From an optimization exercise on the open Yosys and OpenROAD flow, aimed at small area and a short achievable clock period; shortcuts taken in it are not production practice. Function not checked in this run: the RTL went through the layout flow alone. Power figures rest on the tool's default switching activity, not on a simulated workload.

File: flow/config.mk
export PLATFORM = sky130hd
export DESIGN_NAME = systolictop
export DESIGN_NICKNAME = systolictop
export VERILOG_FILES = /design/flow/design.v
export SDC_FILE = /design/flow/constraint.sdc
export NUM_CORES = 4
export LEC_CHECK = 0
export CAP_MARGIN = 20
export CORE_MARGIN = 2
export CORE_UTILIZATION = 60
export PLACE_DENSITY = 0.7
export SETUP_SLACK_MARGIN = 3.1
export SLEW_MARGIN = 20
export SYNTH_HIERARCHICAL = 1
export SYNTH_MINIMUM_KEEP_SIZE = 0
File: flow/constraint.sdc
create_clock -name core_clock -period 6.6 [get_ports {clk}]
set_input_delay 1.3200 -clock core_clock [delete_from_list [all_inputs] [get_ports {clk}]]
set_output_delay 1.3200 -clock core_clock [all_outputs]
set_load 0.01 [all_outputs]
File: flow/design.v
module processelement (
  input  wire [7:0]  a,
  input  wire [7:0]  b,
  input  wire        keep,
  input  wire        clr,
  input  wire        rq,
  input  wire        rn,
  input  wire [23:0] s,
  output wire [23:0] ns,
  output wire [15:0] o
);
  wire n1;
  g_nand2 u1 (.a(a[0]), .b(b[0]), .y(n1));
  wire n2;
  g_nand2 u2 (.a(a[0]), .b(b[1]), .y(n2));
  wire n3;
  g_nand2 u3 (.a(a[0]), .b(b[2]), .y(n3));
  wire n4;
  g_nand2 u4 (.a(a[0]), .b(b[3]), .y(n4));
  wire n5;
  g_nand2 u5 (.a(a[0]), .b(b[4]), .y(n5));
  wire n6;
  g_nand2 u6 (.a(a[0]), .b(b[5]), .y(n6));
  wire n7;
  g_nand2 u7 (.a(a[0]), .b(b[6]), .y(n7));
  wire n8;
  g_nand2 u8 (.a(a[0]), .b(b[7]), .y(n8));
  wire n9;
  g_nand2 u9 (.a(a[1]), .b(b[0]), .y(n9));
  wire n10;
  g_nand2 u10 (.a(a[1]), .b(b[1]), .y(n10));
  wire n11;
  g_nand2 u11 (.a(a[1]), .b(b[2]), .y(n11));
  wire n12;
  g_nand2 u12 (.a(a[1]), .b(b[3]), .y(n12));
  wire n13;
  g_nand2 u13 (.a(a[1]), .b(b[4]), .y(n13));
  wire n14;
  g_nand2 u14 (.a(a[1]), .b(b[5]), .y(n14));
  wire n15;
  g_nand2 u15 (.a(a[1]), .b(b[6]), .y(n15));
  wire n16;
  g_nand2 u16 (.a(a[1]), .b(b[7]), .y(n16));
  wire n17;
  g_nand2 u17 (.a(a[2]), .b(b[0]), .y(n17));
  wire n18;
  g_nand2 u18 (.a(a[2]), .b(b[1]), .y(n18));
  wire n19;
  g_nand2 u19 (.a(a[2]), .b(b[2]), .y(n19));
  wire n20;
  g_nand2 u20 (.a(a[2]), .b(b[3]), .y(n20));
  wire n21;
  g_nand2 u21 (.a(a[2]), .b(b[4]), .y(n21));
  wire n22;
  g_nand2 u22 (.a(a[2]), .b(b[5]), .y(n22));
  wire n23;
  g_nand2 u23 (.a(a[2]), .b(b[6]), .y(n23));
  wire n24;
  g_nand2 u24 (.a(a[2]), .b(b[7]), .y(n24));
  wire n25;
  g_nand2 u25 (.a(a[3]), .b(b[0]), .y(n25));
  wire n26;
  g_nand2 u26 (.a(a[3]), .b(b[1]), .y(n26));
  wire n27;
  g_nand2 u27 (.a(a[3]), .b(b[2]), .y(n27));
  wire n28;
  g_nand2 u28 (.a(a[3]), .b(b[3]), .y(n28));
  wire n29;
  g_nand2 u29 (.a(a[3]), .b(b[4]), .y(n29));
  wire n30;
  g_nand2 u30 (.a(a[3]), .b(b[5]), .y(n30));
  wire n31;
  g_nand2 u31 (.a(a[3]), .b(b[6]), .y(n31));
  wire n32;
  g_nand2 u32 (.a(a[3]), .b(b[7]), .y(n32));
  wire n33;
  g_nand2 u33 (.a(a[4]), .b(b[0]), .y(n33));
  wire n34;
  g_nand2 u34 (.a(a[4]), .b(b[1]), .y(n34));
  wire n35;
  g_nand2 u35 (.a(a[4]), .b(b[2]), .y(n35));
  wire n36;
  g_nand2 u36 (.a(a[4]), .b(b[3]), .y(n36));
  wire n37;
  g_nand2 u37 (.a(a[4]), .b(b[4]), .y(n37));
  wire n38;
  g_nand2 u38 (.a(a[4]), .b(b[5]), .y(n38));
  wire n39;
  g_nand2 u39 (.a(a[4]), .b(b[6]), .y(n39));
  wire n40;
  g_nand2 u40 (.a(a[4]), .b(b[7]), .y(n40));
  wire n41;
  g_nand2 u41 (.a(a[5]), .b(b[0]), .y(n41));
  wire n42;
  g_nand2 u42 (.a(a[5]), .b(b[1]), .y(n42));
  wire n43;
  g_nand2 u43 (.a(a[5]), .b(b[2]), .y(n43));
  wire n44;
  g_nand2 u44 (.a(a[5]), .b(b[3]), .y(n44));
  wire n45;
  g_nand2 u45 (.a(a[5]), .b(b[4]), .y(n45));
  wire n46;
  g_nand2 u46 (.a(a[5]), .b(b[5]), .y(n46));
  wire n47;
  g_nand2 u47 (.a(a[5]), .b(b[6]), .y(n47));
  wire n48;
  g_nand2 u48 (.a(a[5]), .b(b[7]), .y(n48));
  wire n49;
  g_nand2 u49 (.a(a[6]), .b(b[0]), .y(n49));
  wire n50;
  g_nand2 u50 (.a(a[6]), .b(b[1]), .y(n50));
  wire n51;
  g_nand2 u51 (.a(a[6]), .b(b[2]), .y(n51));
  wire n52;
  g_nand2 u52 (.a(a[6]), .b(b[3]), .y(n52));
  wire n53;
  g_nand2 u53 (.a(a[6]), .b(b[4]), .y(n53));
  wire n54;
  g_nand2 u54 (.a(a[6]), .b(b[5]), .y(n54));
  wire n55;
  g_nand2 u55 (.a(a[6]), .b(b[6]), .y(n55));
  wire n56;
  g_nand2 u56 (.a(a[6]), .b(b[7]), .y(n56));
  wire n57;
  g_nand2 u57 (.a(a[7]), .b(b[0]), .y(n57));
  wire n58;
  g_nand2 u58 (.a(a[7]), .b(b[1]), .y(n58));
  wire n59;
  g_nand2 u59 (.a(a[7]), .b(b[2]), .y(n59));
  wire n60;
  g_nand2 u60 (.a(a[7]), .b(b[3]), .y(n60));
  wire n61;
  g_nand2 u61 (.a(a[7]), .b(b[4]), .y(n61));
  wire n62;
  g_nand2 u62 (.a(a[7]), .b(b[5]), .y(n62));
  wire n63;
  g_nand2 u63 (.a(a[7]), .b(b[6]), .y(n63));
  wire n64;
  g_nand2 u64 (.a(a[7]), .b(b[7]), .y(n64));
  wire n65;
  g_xnor2 u65 (.a(fa5), .b(n6), .y(n65));
  wire n66;
  g_or2 u66 (.a(fa5), .b(n6), .y(n66));
  wire n67;
  wire n68;
  g_fa u68 (.a(fa6), .b(n7), .c(n14), .s(n67), .co(n68));
  wire n69;
  g_xnor2 u69 (.a(n21), .b(n28), .y(n69));
  wire n70;
  g_or2 u70 (.a(n21), .b(n28), .y(n70));
  wire n71;
  wire n72;
  g_fa u72 (.a(fa7), .b(n8), .c(n15), .s(n71), .co(n72));
  wire n73;
  wire n74;
  g_fa u74 (.a(n22), .b(n29), .c(n36), .s(n73), .co(n74));
  wire n75;
  g_xnor2 u75 (.a(n43), .b(n50), .y(n75));
  wire n76;
  g_or2 u76 (.a(n43), .b(n50), .y(n76));
  wire n77;
  wire n78;
  g_fa u78 (.a(n16), .b(n23), .c(n30), .s(n77), .co(n78));
  wire n79;
  wire n80;
  g_fa u80 (.a(n37), .b(n44), .c(n51), .s(n79), .co(n80));
  wire n81;
  g_xnor2 u81 (.a(n58), .b(fa8), .y(n81));
  wire n82;
  g_or2 u82 (.a(n58), .b(fa8), .y(n82));
  wire n83;
  wire n84;
  g_fa u84 (.a(n24), .b(n31), .c(n38), .s(n83), .co(n84));
  wire n85;
  wire n86;
  g_fa u86 (.a(n45), .b(n52), .c(n59), .s(n85), .co(n86));
  wire n87;
  wire n88;
  g_fa u88 (.a(n32), .b(n39), .c(n46), .s(n87), .co(n88));
  wire n89;
  g_xnor2 u89 (.a(fa3), .b(n4), .y(n89));
  wire n90;
  g_or2 u90 (.a(fa3), .b(n4), .y(n90));
  wire n91;
  wire n92;
  g_fa u92 (.a(fa4), .b(n5), .c(n12), .s(n91), .co(n92));
  wire n93;
  g_xnor2 u93 (.a(n19), .b(n26), .y(n93));
  wire n94;
  g_or2 u94 (.a(n19), .b(n26), .y(n94));
  wire n95;
  wire n96;
  g_fa u96 (.a(n13), .b(n20), .c(n27), .s(n95), .co(n96));
  wire n97;
  wire n98;
  g_fa u98 (.a(n34), .b(n41), .c(n65), .s(n97), .co(n98));
  wire n99;
  wire n100;
  g_fa u100 (.a(n35), .b(n42), .c(n49), .s(n99), .co(n100));
  wire n101;
  wire n102;
  g_fa u102 (.a(n66), .b(n69), .c(n67), .s(n101), .co(n102));
  wire n103;
  wire n104;
  g_fa u104 (.a(n57), .b(n70), .c(n75), .s(n103), .co(n104));
  wire n105;
  wire n106;
  g_fa u106 (.a(n68), .b(n71), .c(n73), .s(n105), .co(n106));
  wire n107;
  wire n108;
  g_fa u108 (.a(n76), .b(n72), .c(n74), .s(n107), .co(n108));
  wire n109;
  wire n110;
  g_fa u110 (.a(n77), .b(n79), .c(n81), .s(n109), .co(n110));
  wire n111;
  wire n112;
  g_fa u112 (.a(n78), .b(n80), .c(n83), .s(n111), .co(n112));
  wire n113;
  wire n114;
  g_fa u114 (.a(n85), .b(fa9), .c(n82), .s(n113), .co(n114));
  wire n115;
  wire n116;
  g_fa u116 (.a(n53), .b(n60), .c(n84), .s(n115), .co(n116));
  wire n117;
  wire n118;
  g_fa u118 (.a(n86), .b(n87), .c(fa10), .s(n117), .co(n118));
  wire n119;
  wire n120;
  g_fa u120 (.a(n40), .b(n47), .c(n54), .s(n119), .co(n120));
  wire n121;
  wire n122;
  g_fa u122 (.a(n61), .b(n88), .c(fa11), .s(n121), .co(n122));
  wire n123;
  wire n124;
  g_fa u124 (.a(n48), .b(n55), .c(n62), .s(n123), .co(n124));
  wire n125;
  g_xnor2 u125 (.a(fa2), .b(n3), .y(n125));
  wire n126;
  g_or2 u126 (.a(fa2), .b(n3), .y(n126));
  wire n127;
  wire n128;
  g_fa u128 (.a(n11), .b(n18), .c(n25), .s(n127), .co(n128));
  wire n129;
  wire n130;
  g_fa u130 (.a(n33), .b(n90), .c(n93), .s(n129), .co(n130));
  wire n131;
  wire n132;
  g_fa u132 (.a(n94), .b(n92), .c(n95), .s(n131), .co(n132));
  wire n133;
  wire n134;
  g_fa u134 (.a(n96), .b(n99), .c(n98), .s(n133), .co(n134));
  wire n135;
  wire n136;
  g_fa u136 (.a(n100), .b(n103), .c(n102), .s(n135), .co(n136));
  wire n137;
  wire n138;
  g_fa u138 (.a(n104), .b(n106), .c(n107), .s(n137), .co(n138));
  wire n139;
  wire n140;
  g_fa u140 (.a(n108), .b(n111), .c(n110), .s(n139), .co(n140));
  wire n141;
  wire n142;
  g_fa u142 (.a(n112), .b(n115), .c(n117), .s(n141), .co(n142));
  wire n143;
  wire n144;
  g_fa u144 (.a(n119), .b(n116), .c(n118), .s(n143), .co(n144));
  wire n145;
  wire n146;
  g_fa u146 (.a(n120), .b(n123), .c(fa12), .s(n145), .co(n146));
  wire n147;
  wire n148;
  g_fa u148 (.a(n56), .b(n63), .c(n124), .s(n147), .co(n148));
  wire n149;
  g_xnor2 u149 (.a(fa1), .b(n2), .y(n149));
  wire n150;
  g_or2 u150 (.a(fa1), .b(n2), .y(n150));
  wire n151;
  wire n152;
  g_fa u152 (.a(n10), .b(n17), .c(n125), .s(n151), .co(n152));
  wire n153;
  wire n154;
  g_fa u154 (.a(n126), .b(n89), .c(n127), .s(n153), .co(n154));
  wire n155;
  wire n156;
  g_fa u156 (.a(n128), .b(n91), .c(n129), .s(n155), .co(n156));
  wire n157;
  wire n158;
  g_fa u158 (.a(n130), .b(n97), .c(n131), .s(n157), .co(n158));
  wire n159;
  wire n160;
  g_fa u160 (.a(n132), .b(n101), .c(n133), .s(n159), .co(n160));
  wire n161;
  wire n162;
  g_fa u162 (.a(n105), .b(n134), .c(n135), .s(n161), .co(n162));
  wire n163;
  wire n164;
  g_fa u164 (.a(n136), .b(n137), .c(n109), .s(n163), .co(n164));
  wire n165;
  wire n166;
  g_fa u166 (.a(n138), .b(n113), .c(n139), .s(n165), .co(n166));
  wire n167;
  wire n168;
  g_fa u168 (.a(n114), .b(n141), .c(n140), .s(n167), .co(n168));
  wire n169;
  wire n170;
  g_fa u170 (.a(n121), .b(n142), .c(n143), .s(n169), .co(n170));
  wire n171;
  wire n172;
  g_fa u172 (.a(n122), .b(n145), .c(n144), .s(n171), .co(n172));
  wire n173;
  wire n174;
  g_fa u174 (.a(n147), .b(fa13), .c(n146), .s(n173), .co(n174));
  wire n175;
  wire n176;
  g_fa u176 (.a(n64), .b(n148), .c(fa14), .s(n175), .co(n176));
  wire n177;
  g_xnor2 u177 (.a(fa0), .b(n1), .y(n177));
  wire n178;
  g_nor2 u178 (.a(fa0), .b(n1), .y(n178));
  wire n179;
  g_xor2 u179 (.a(n149), .b(n9), .y(n179));
  wire n180;
  g_nor2 u180 (.a(n149), .b(n9), .y(n180));
  wire n181;
  g_xnor2 u181 (.a(n179), .b(n178), .y(n181));
  wire n182;
  g_aoi21 u182 (.a1(n179), .a2(n178), .b1(n180), .y(n182));
  wire n183;
  g_xnor2 u183 (.a(n150), .b(n151), .y(n183));
  wire n184;
  g_or2 u184 (.a(n150), .b(n151), .y(n184));
  wire n185;
  g_xnor2 u185 (.a(n183), .b(n182), .y(n185));
  wire n186;
  g_oai21 u186 (.a1(n183), .a2(n182), .b1(n184), .y(n186));
  wire n187;
  g_xor2 u187 (.a(n152), .b(n153), .y(n187));
  wire n188;
  g_nor2 u188 (.a(n152), .b(n153), .y(n188));
  wire n189;
  g_xnor2 u189 (.a(n187), .b(n186), .y(n189));
  wire n190;
  g_aoi21 u190 (.a1(n187), .a2(n186), .b1(n188), .y(n190));
  wire n191;
  g_xnor2 u191 (.a(n154), .b(n155), .y(n191));
  wire n192;
  g_or2 u192 (.a(n154), .b(n155), .y(n192));
  wire n193;
  g_xnor2 u193 (.a(n191), .b(n190), .y(n193));
  wire n194;
  g_oai21 u194 (.a1(n191), .a2(n190), .b1(n192), .y(n194));
  wire n195;
  g_xor2 u195 (.a(n156), .b(n157), .y(n195));
  wire n196;
  g_nor2 u196 (.a(n156), .b(n157), .y(n196));
  wire n197;
  g_xnor2 u197 (.a(n195), .b(n194), .y(n197));
  wire n198;
  g_aoi21 u198 (.a1(n195), .a2(n194), .b1(n196), .y(n198));
  wire n199;
  g_xnor2 u199 (.a(n158), .b(n159), .y(n199));
  wire n200;
  g_or2 u200 (.a(n158), .b(n159), .y(n200));
  wire n201;
  g_xnor2 u201 (.a(n199), .b(n198), .y(n201));
  wire n202;
  g_oai21 u202 (.a1(n199), .a2(n198), .b1(n200), .y(n202));
  wire n203;
  g_xor2 u203 (.a(n160), .b(n161), .y(n203));
  wire n204;
  g_nor2 u204 (.a(n160), .b(n161), .y(n204));
  wire n205;
  g_xnor2 u205 (.a(n203), .b(n202), .y(n205));
  wire n206;
  g_aoi21 u206 (.a1(n203), .a2(n202), .b1(n204), .y(n206));
  wire n207;
  g_xor2 u207 (.a(n176), .b(fa15), .y(n207));
  wire n208;
  g_xor2 u208 (.a(s[9]), .b(s[10]), .y(n208));
  wire n209;
  g_nor2 u209 (.a(s[9]), .b(s[10]), .y(n209));
  wire n210;
  g_xor2 u210 (.a(s[11]), .b(s[12]), .y(n210));
  wire n211;
  g_nor2 u211 (.a(s[11]), .b(s[12]), .y(n211));
  wire n212;
  g_xor2 u212 (.a(s[13]), .b(s[14]), .y(n212));
  wire n213;
  g_nor2 u213 (.a(s[13]), .b(s[14]), .y(n213));
  wire n214;
  g_xor2 u214 (.a(s[15]), .b(s[16]), .y(n214));
  wire n215;
  g_nor2 u215 (.a(s[15]), .b(s[16]), .y(n215));
  wire n216;
  g_xor2 u216 (.a(s[17]), .b(s[18]), .y(n216));
  wire n217;
  g_nor2 u217 (.a(s[17]), .b(s[18]), .y(n217));
  wire n218;
  g_xor2 u218 (.a(s[19]), .b(s[20]), .y(n218));
  wire n219;
  g_nor2 u219 (.a(s[19]), .b(s[20]), .y(n219));
  wire n220;
  g_xor2 u220 (.a(s[21]), .b(s[22]), .y(n220));
  wire n221;
  g_nor2 u221 (.a(s[21]), .b(s[22]), .y(n221));
  wire n222;
  g_inv u222 (.a(s[8]), .y(n222));
  wire n223;
  g_aoi21 u223 (.a1(n208), .a2(n222), .b1(n209), .y(n223));
  wire n224;
  g_aoi21 u224 (.a1(n212), .a2(n211), .b1(n213), .y(n224));
  wire n225;
  g_nand2 u225 (.a(n212), .b(n210), .y(n225));
  wire n226;
  g_aoi21 u226 (.a1(n216), .a2(n215), .b1(n217), .y(n226));
  wire n227;
  g_nand2 u227 (.a(n216), .b(n214), .y(n227));
  wire n228;
  g_aoi21 u228 (.a1(n220), .a2(n219), .b1(n221), .y(n228));
  wire n229;
  g_nand2 u229 (.a(n220), .b(n218), .y(n229));
  wire n230;
  g_inv u230 (.a(n223), .y(n230));
  wire n231;
  g_aoi21 u231 (.a1(n210), .a2(n230), .b1(n211), .y(n231));
  wire n232;
  g_oai21 u232 (.a1(n225), .a2(n223), .b1(n224), .y(n232));
  wire n233;
  g_inv u233 (.a(n226), .y(n233));
  wire n234;
  g_aoi21 u234 (.a1(n218), .a2(n233), .b1(n219), .y(n234));
  wire n235;
  g_inv u235 (.a(n227), .y(n235));
  wire n236;
  g_nand2 u236 (.a(n218), .b(n235), .y(n236));
  wire n237;
  g_oai21 u237 (.a1(n229), .a2(n226), .b1(n228), .y(n237));
  wire n238;
  g_nor2 u238 (.a(n229), .b(n227), .y(n238));
  wire n239;
  g_aoi21 u239 (.a1(n214), .a2(n232), .b1(n215), .y(n239));
  wire n240;
  g_inv u240 (.a(n232), .y(n240));
  wire n241;
  g_oai21 u241 (.a1(n227), .a2(n240), .b1(n226), .y(n241));
  wire n242;
  g_oai21 u242 (.a1(n236), .a2(n240), .b1(n234), .y(n242));
  wire n243;
  g_aoi21 u243 (.a1(n238), .a2(n232), .b1(n237), .y(n243));
  wire n244;
  g_inv u244 (.a(s[23]), .y(n244));
  wire n245;
  g_nor2 u245 (.a(n244), .b(n243), .y(n245));
  wire n246;
  g_xor2 u246 (.a(n208), .b(s[8]), .y(n246));
  wire n247;
  g_xor2 u247 (.a(n210), .b(n223), .y(n247));
  wire n248;
  g_xor2 u248 (.a(n212), .b(n231), .y(n248));
  wire n249;
  g_xnor2 u249 (.a(n214), .b(n232), .y(n249));
  wire n250;
  g_xor2 u250 (.a(n216), .b(n239), .y(n250));
  wire n251;
  g_xnor2 u251 (.a(n218), .b(n241), .y(n251));
  wire n252;
  g_xnor2 u252 (.a(n220), .b(n242), .y(n252));
  wire n253;
  g_xor2 u253 (.a(s[23]), .b(n243), .y(n253));
  wire fa0;
  g_nor2 u254 (.a(s[0]), .b(rq), .y(o[0]));
  g_nand2 u255 (.a(o[0]), .b(keep), .y(fa0));
  wire fa1;
  g_nor2 u256 (.a(s[1]), .b(rq), .y(o[1]));
  g_nand2 u257 (.a(o[1]), .b(keep), .y(fa1));
  wire fa2;
  g_nor2 u258 (.a(s[2]), .b(rq), .y(o[2]));
  g_nand2 u259 (.a(o[2]), .b(keep), .y(fa2));
  wire fa3;
  g_nor2 u260 (.a(s[3]), .b(rq), .y(o[3]));
  g_nand2 u261 (.a(o[3]), .b(keep), .y(fa3));
  wire fa4;
  g_nor2 u262 (.a(s[4]), .b(rq), .y(o[4]));
  g_nand2 u263 (.a(o[4]), .b(keep), .y(fa4));
  wire fa5;
  g_nor2 u264 (.a(s[5]), .b(rq), .y(o[5]));
  g_nand2 u265 (.a(o[5]), .b(keep), .y(fa5));
  wire fa6;
  g_nor2 u266 (.a(s[6]), .b(rq), .y(o[6]));
  g_nand2 u267 (.a(o[6]), .b(keep), .y(fa6));
  wire fa7;
  g_nor2 u268 (.a(s[7]), .b(rq), .y(o[7]));
  g_nand2 u269 (.a(o[7]), .b(keep), .y(fa7));
  wire fa8;
  g_nor2 u270 (.a(n246), .b(rq), .y(o[8]));
  g_nand2 u271 (.a(o[8]), .b(keep), .y(fa8));
  wire fa9;
  g_nor2 u272 (.a(n247), .b(rq), .y(o[9]));
  g_nand2 u273 (.a(o[9]), .b(keep), .y(fa9));
  wire fa10;
  g_nor2 u274 (.a(n248), .b(rq), .y(o[10]));
  g_nand2 u275 (.a(o[10]), .b(keep), .y(fa10));
  wire fa11;
  g_nor2 u276 (.a(n249), .b(rq), .y(o[11]));
  g_nand2 u277 (.a(o[11]), .b(keep), .y(fa11));
  wire fa12;
  g_nor2 u278 (.a(n250), .b(rq), .y(o[12]));
  g_nand2 u279 (.a(o[12]), .b(keep), .y(fa12));
  wire fa13;
  g_nor2 u280 (.a(n251), .b(rq), .y(o[13]));
  g_nand2 u281 (.a(o[13]), .b(keep), .y(fa13));
  wire fa14;
  g_nor2 u282 (.a(n252), .b(rq), .y(o[14]));
  g_nand2 u283 (.a(o[14]), .b(keep), .y(fa14));
  wire fa15;
  g_nor2 u284 (.a(n253), .b(rq), .y(o[15]));
  g_nand2 u285 (.a(o[15]), .b(keep), .y(fa15));
  assign ns[0] = n177;
  assign ns[1] = n181;
  assign ns[2] = n185;
  assign ns[3] = n189;
  assign ns[4] = n193;
  assign ns[5] = n197;
  assign ns[6] = n201;
  assign ns[7] = n205;
  assign ns[8] = n206;
  assign ns[9] = n162;
  assign ns[10] = n163;
  assign ns[11] = n164;
  assign ns[12] = n165;
  assign ns[13] = n166;
  assign ns[14] = n167;
  assign ns[15] = n168;
  assign ns[16] = n169;
  assign ns[17] = n170;
  assign ns[18] = n171;
  assign ns[19] = n172;
  assign ns[20] = n173;
  assign ns[21] = n174;
  assign ns[22] = n175;
  assign ns[23] = n207;
endmodule
module g_aoi21 (input wire a1, a2, b1, output wire y);
  assign y = ~((a1 & a2) | b1);
endmodule
module g_fa (input wire a, b, c, output wire s, co);
  assign s = a ^ b ^ c;
  assign co = (a & b) | (a & c) | (b & c);
endmodule
module g_inv (input wire a, output wire y);
  assign y = ~a;
endmodule
module g_nand2 (input wire a, b, output wire y);
  assign y = ~(a & b);
endmodule
module g_nor2 (input wire a, b, output wire y);
  assign y = ~(a | b);
endmodule
module g_oai21 (input wire a1, a2, b1, output wire y);
  assign y = ~((a1 | a2) & b1);
endmodule
module g_or2 (input wire a, b, output wire y);
  assign y = a | b;
endmodule
module g_xnor2 (input wire a, b, output wire y);
  assign y = ~(a ^ b);
endmodule
module g_xor2 (input wire a, b, output wire y);
  assign y = a ^ b;
endmodule
module systolicCU
(
 input  wire clk, reset,
 input  wire [7:0] a1,
 output reg  clr1, clr2, clr4,
 output reg  keep1, keep2, keep4
);
  localparam s0 = 4'd0, s1 = 4'd1, s2 = 4'd2, s3 = 4'd3, s4 = 4'd4, s5 = 4'd5,
             s6 = 4'd6, s7 = 4'd7, s8 = 4'd8, s9 = 4'd9, s10 = 4'd10;
  reg [3:0] state_reg;
  reg [3:0] state_next;
  always @(*) begin
    case (state_reg)
      s0:      state_next = (a1 != 8'd0) ? s1 : s0;
      s10:     state_next = s3;
      default: state_next = (state_reg > s10) ? s0 : state_reg + 4'd1;
    endcase
  end
  always @(posedge clk) begin
    if (reset) state_reg <= s0;
    else       state_reg <= state_next;
    clr1  <= reset | (state_next == s8);
    clr2  <= reset | (state_next == s9);
    clr4  <= reset | (state_next == s10);
    keep1 <= ~(reset | (state_next == s8));
    keep2 <= ~(reset | (state_next == s9));
    keep4 <= ~(reset | (state_next == s10));
  end
endmodule
module systolictop
(
 input  wire clk, reset,
 input  wire [7:0] a1, a2, b1, b2,
 input  wire [2:0] i, j,
 output wire [15:0] c1, c2, c3, c4
);
  reg  [7:0]  a12, b13, a34, b24;
  reg         rst_q;       
  reg         rst_n;       
  reg  [23:0] s1, s2, s3, s4;
  wire [23:0] ns1, ns2, ns3, ns4;
  wire clr1, clr2, clr4, keep1, keep2, keep4;    
  systolicCU ctrl1 (.clk(clk), .reset(reset), .a1(a1), .clr1(clr1), .clr2(clr2), .clr4(clr4),
                    .keep1(keep1), .keep2(keep2), .keep4(keep4));
  always @(posedge clk) begin
    rst_q <= reset;
    rst_n <= ~reset;
    if (reset) begin
      a12 <= 8'd0; b13 <= 8'd0; a34 <= 8'd0; b24 <= 8'd0;
    end else begin
      a12 <= a1; b13 <= b1; a34 <= a2; b24 <= b2;
    end
  end
  processelement pe1 (.a(a1), .b(b1), .keep(keep1), .clr(clr1), .rq(rst_q), .rn(rst_n),
                      .s(s1), .ns(ns1), .o(c1));
  processelement pe2 (.a(a12), .b(b2), .keep(keep2), .clr(clr2), .rq(rst_q), .rn(rst_n),
                      .s(s2), .ns(ns2), .o(c2));
  processelement pe3 (.a(a2), .b(b13), .keep(keep2), .clr(clr2), .rq(rst_q), .rn(rst_n),
                      .s(s3), .ns(ns3), .o(c3));
  processelement pe4 (.a(a34), .b(b24), .keep(keep4), .clr(clr4), .rq(rst_q), .rn(rst_n),
                      .s(s4), .ns(ns4), .o(c4));
  always @(posedge clk) begin
    s1 <= ns1; s2 <= ns2; s3 <= ns3; s4 <= ns4;
  end
endmodule
File: flow/flow/run.sh
#!/bin/bash
# Layout flow: the standard flow (standard.sh: ORFS synthesis to the final layout) with
#  - the port buffers made of buf_1 instead of the cell buffer_ports picks by default,
#  - clock tree synthesis without dummy load cells,
#  - before floorplanning, combinational cells set to drive strength 1 (flow/downsize.tcl);
#    the flow's timing repair sizes up the ones that need it.
# ORFS writes each tool's log under orfs/logs; this script's own output goes to flow_run.log.
set -e
exec > flow_run.log 2>&1
export BUFFER_PORTS_ARGS="-buffer_cell sky130_fd_sc_hd__buf_1"
export CTS_ARGS="-sink_clustering_enable -repair_clock_nets -dont_use_dummy_load -buf_list {sky130_fd_sc_hd__clkbuf_4 sky130_fd_sc_hd__clkbuf_8}"
export PRE_FLOORPLAN_TCL="$(pwd)/flow/downsize.tcl"
bash standard.sh
File: flow/flow/downsize.tcl
# Before floorplanning: set the combinational cells that synthesis mapped at a drive strength
# above 1 back to strength 1. The timing repair steps of the flow size up the ones that need it.
set n 0
foreach inst [[ord::get_db_block] getInsts] {
  set m [[$inst getMaster] getName]
  if {[regexp {^sky130_fd_sc_hd__(a21oi|o21ai|nand2|nor2|xor2|xnor2|and2|or2|nor2b|nand3|inv|a21o|o21a|nand2b|and3|or3|nor3)_([2-9]|1[0-9])$} $m -> base sz]} {
    set target sky130_fd_sc_hd__${base}_1
    if {[get_lib_cells -quiet */$target] ne ""} {
      replace_cell [$inst getName] $target
      incr n
    }
  }
}
puts "downsize.tcl: $n cells set to drive strength 1"
File: flow/standard.sh
#!/bin/bash
# synth_recipe.tcl (not shown) runs the flow's synth.tcl, then flattens the netlist and writes it again
# the make line also repeats each setting of config.mk as NAME=value (left out here)
make -C /OpenROAD-flow-scripts/flow DESIGN_CONFIG=/design/flow/config.mk WORK_HOME=/design/flow/orfs CLKGATE_MAP_FILE= SYNTH_SCRIPT=/design/flow/synth_recipe.tcl "${@:-finish}"
==> flow_summary.toml <==
[global_route]
grt_pass1_vias = 8363
grt_antenna_before_repair = 0
grt_max_degree = 41
grt_pass1_wl_mm = 39.2
grt_overflow_total = 0
grt_usage = 0.246

[worst_setup_path]
rr_worst_depth = 7
path_max_fanout = 9
reg2reg_from = "ctrl1.keep1"
required_ns = 6.94
cp.arrival_ns = 3.82
worstSetupEndpointType = "register"
worst_r2r_endpoint = "s1[7]"
rrSetupSlack_ns = 3.22
path_class = "primary input to register"
start_kind = "primary input"

[sta]
fin_tns_setup_ns = 0
hold_viol_final = 0
fin_skew_ns = 0.0173
finalCriticalPeriod_ns = 3.49
max_slew_margin = 0.488
finalMaxSlewViolations = 0
finalCritPeriodShare = 0.528
whs_ns = 0.548
setup_viol = 0
rsz0062_at_grt = "true"
fmax_mhz = 287
worstMarginPinSlew_ns = 0.768

[yosys]
syn_area_mm2 = 0.0116
synthesis.nets = 1478
avgSynthCellArea_um2 = 9.30
yosysWarnings = 8
netlist_instances = 1243

[power]
power_density_mw_per_mm2 = 279
total_power_mw = 3.41
ir_drop_uv = 228
power_leakage_nw = 3.82

[clock_network]
cts-root-buf = "clkbuf_8"
cts_buffers = 17
cts_num_sinks = 136
cts.htree.levels = 4
clock_path_buffers = 2
clk_latency_ns = 0.45
tritoncts = "yes"
cts.clk_slew.worst_paths_ns = 0.07
hold_buffers = 0

[detailed_routing]
wl_met1_mm = 10.1
drc = 0
first_iter_violations = 367
wl_per_cell_um = 15.4
via_per_inst = 5.28
firstDrtPassIters = 5
routed_wl_mm = 23.5
wl_met3_mm = 1.44
wl_met2_mm = 11.5
antenna_left = 0
vias = 8051
routed.top_layer = "met4"

[die]
rows = 50
chipWidth_um = 143
pin_count = 104
core_mm2 = 0.0188
die-area_mm2 = 0.0204
start_util = 0.614
die_h_um = 143

[worst_hold_path]
hp-class = "register to register"
hold_depth = 3
min_to = "s1[0]"
min-delay-start = "s1[0]"

[placement]
io_buffers = 97
hpwl_mm = 18.0
placedCellCount = 1503
gp_congestion = 0.852

[layout]
fin_util = 0.648
final_nets = 1503
drive_gt1_frac = 0.0908
syn2layout_area_growth_pct = 5.53
stdcell_count = 1526
antenna_cells = 0

[outcome]
outcome = "complete, no violations"

[run]
cap_violations = 0
-- how the worst max path moves through the flow --
stage                     start     to  slack (ns)  depth (start not counted)
final                     b1[6]  s1[7]        3.11                          8
after global routing      b1[6]  s1[7]        3.06                          8
after CTS                 b1[0]  s1[7]        3.10                         10
after detailed placement  a1[1]  s1[7]        2.35                          9
after global placement    a1[1]  s1[7]        2.38                          9
after floorplan           a2[1]  s3[8]        2.95                          9
-- layout by cell type (no fill, tap or decap), drive strengths merged --
master and n:
nand2 336, fa 192, dfxtp 136, nor2 120
xnor2 88, buf 84, xor2 68, a21oi 53
or2 44, clkbuf 38, nor2b 33, o21ai 29
inv 25, ha 3, nor4 3, nand2b 2
o2bb2ai 1, and3 1, a2bb2oi 1, o21a 1
o21bai 1, and2b 1, a2111oi 1, a221oi 1
a41oi 1, o31a 1, o2111ai 1, a32oi 1
-- critical path: stages --
cell and delay [ns]:
buf_2 0.24, nand2_4 0.07, fa_1 0.48, fa_2 0.35, fa_1 0.52, fa_1 0.48
xor2_2 0.22, xnor2_1 0.14
-- power breakdown --
part / total [mW] / switching, mW / leakage [nW] / internal [mW]
Combinational: 1.70 / 0.974 / 2.56 / 0.729
Clock: 0.507 / 0.280 / 0.122 / 0.226
Sequential: 1.20 / 0.156 / 1.13 / 1.04
Total: 3.41 / 1.41 / 3.82 / 2.00
-- metal layers --
layer  GRT usage  vias up
li1            -     3778
met1       0.322     3981
met2       0.411      247
met3      0.0476       45
met4      0.0886        0
met5           0        -
-- final cells by class --
type	count	area, um2
fillers	1561	6640
inverters	25	93.8
clock buffers	17	234
flip-flops and latches	136	2730
multi-input cells	983	8300
repair buffers	105	514
well taps	260	325
-- timing repair --
item                                    CTS  global route
buffers inserted                          1             5
pin swaps                                 1             7
cloned                                    0             0
gates resized for setup                  31            51
endpoints found under the setup margin   28            28
-- through the flow --
stage	setup WS (ns)	cell area, um2
CTS	3.10	11900
floorplan	2.95	11700
global placement	2.38	11600
detailed placement	2.35	11600
finish	3.11	12200
global route	3.06	12200

[what the ideal ports hide]
Ports are ideal in the flow. The routed layout listed here was re-timed in OpenROAD.
Step 1 sets driving cells, clkbuf_16 on the clock port and buf_2 on the other inputs (assumed; they add their load-dependent delay and slew).
Step 2 adds t to the input delays and takes it off the output delays; t is the mean of the earliest and latest rising clock arrival at the registers after step 1. Input paths then give back, and output paths get back, about the clock's delay inside the block.
Three values: ideal ports, drivers, drivers and shift; two values: the first two.
shift t [ns]: 0.483
slack for setup (ns): 3.114 / 3.136 / 2.653
clock arrival spread, ns: 0.018 / 0.018
slew at the worst register clock pin (ns): 0.07 / 0.07
worst slew at a driven data input, ns: 0.06
After both steps setup and hold are still met in this run. The setup slack of this run moves by +0.022 ns with the drivers and by -0.461 ns with both steps.
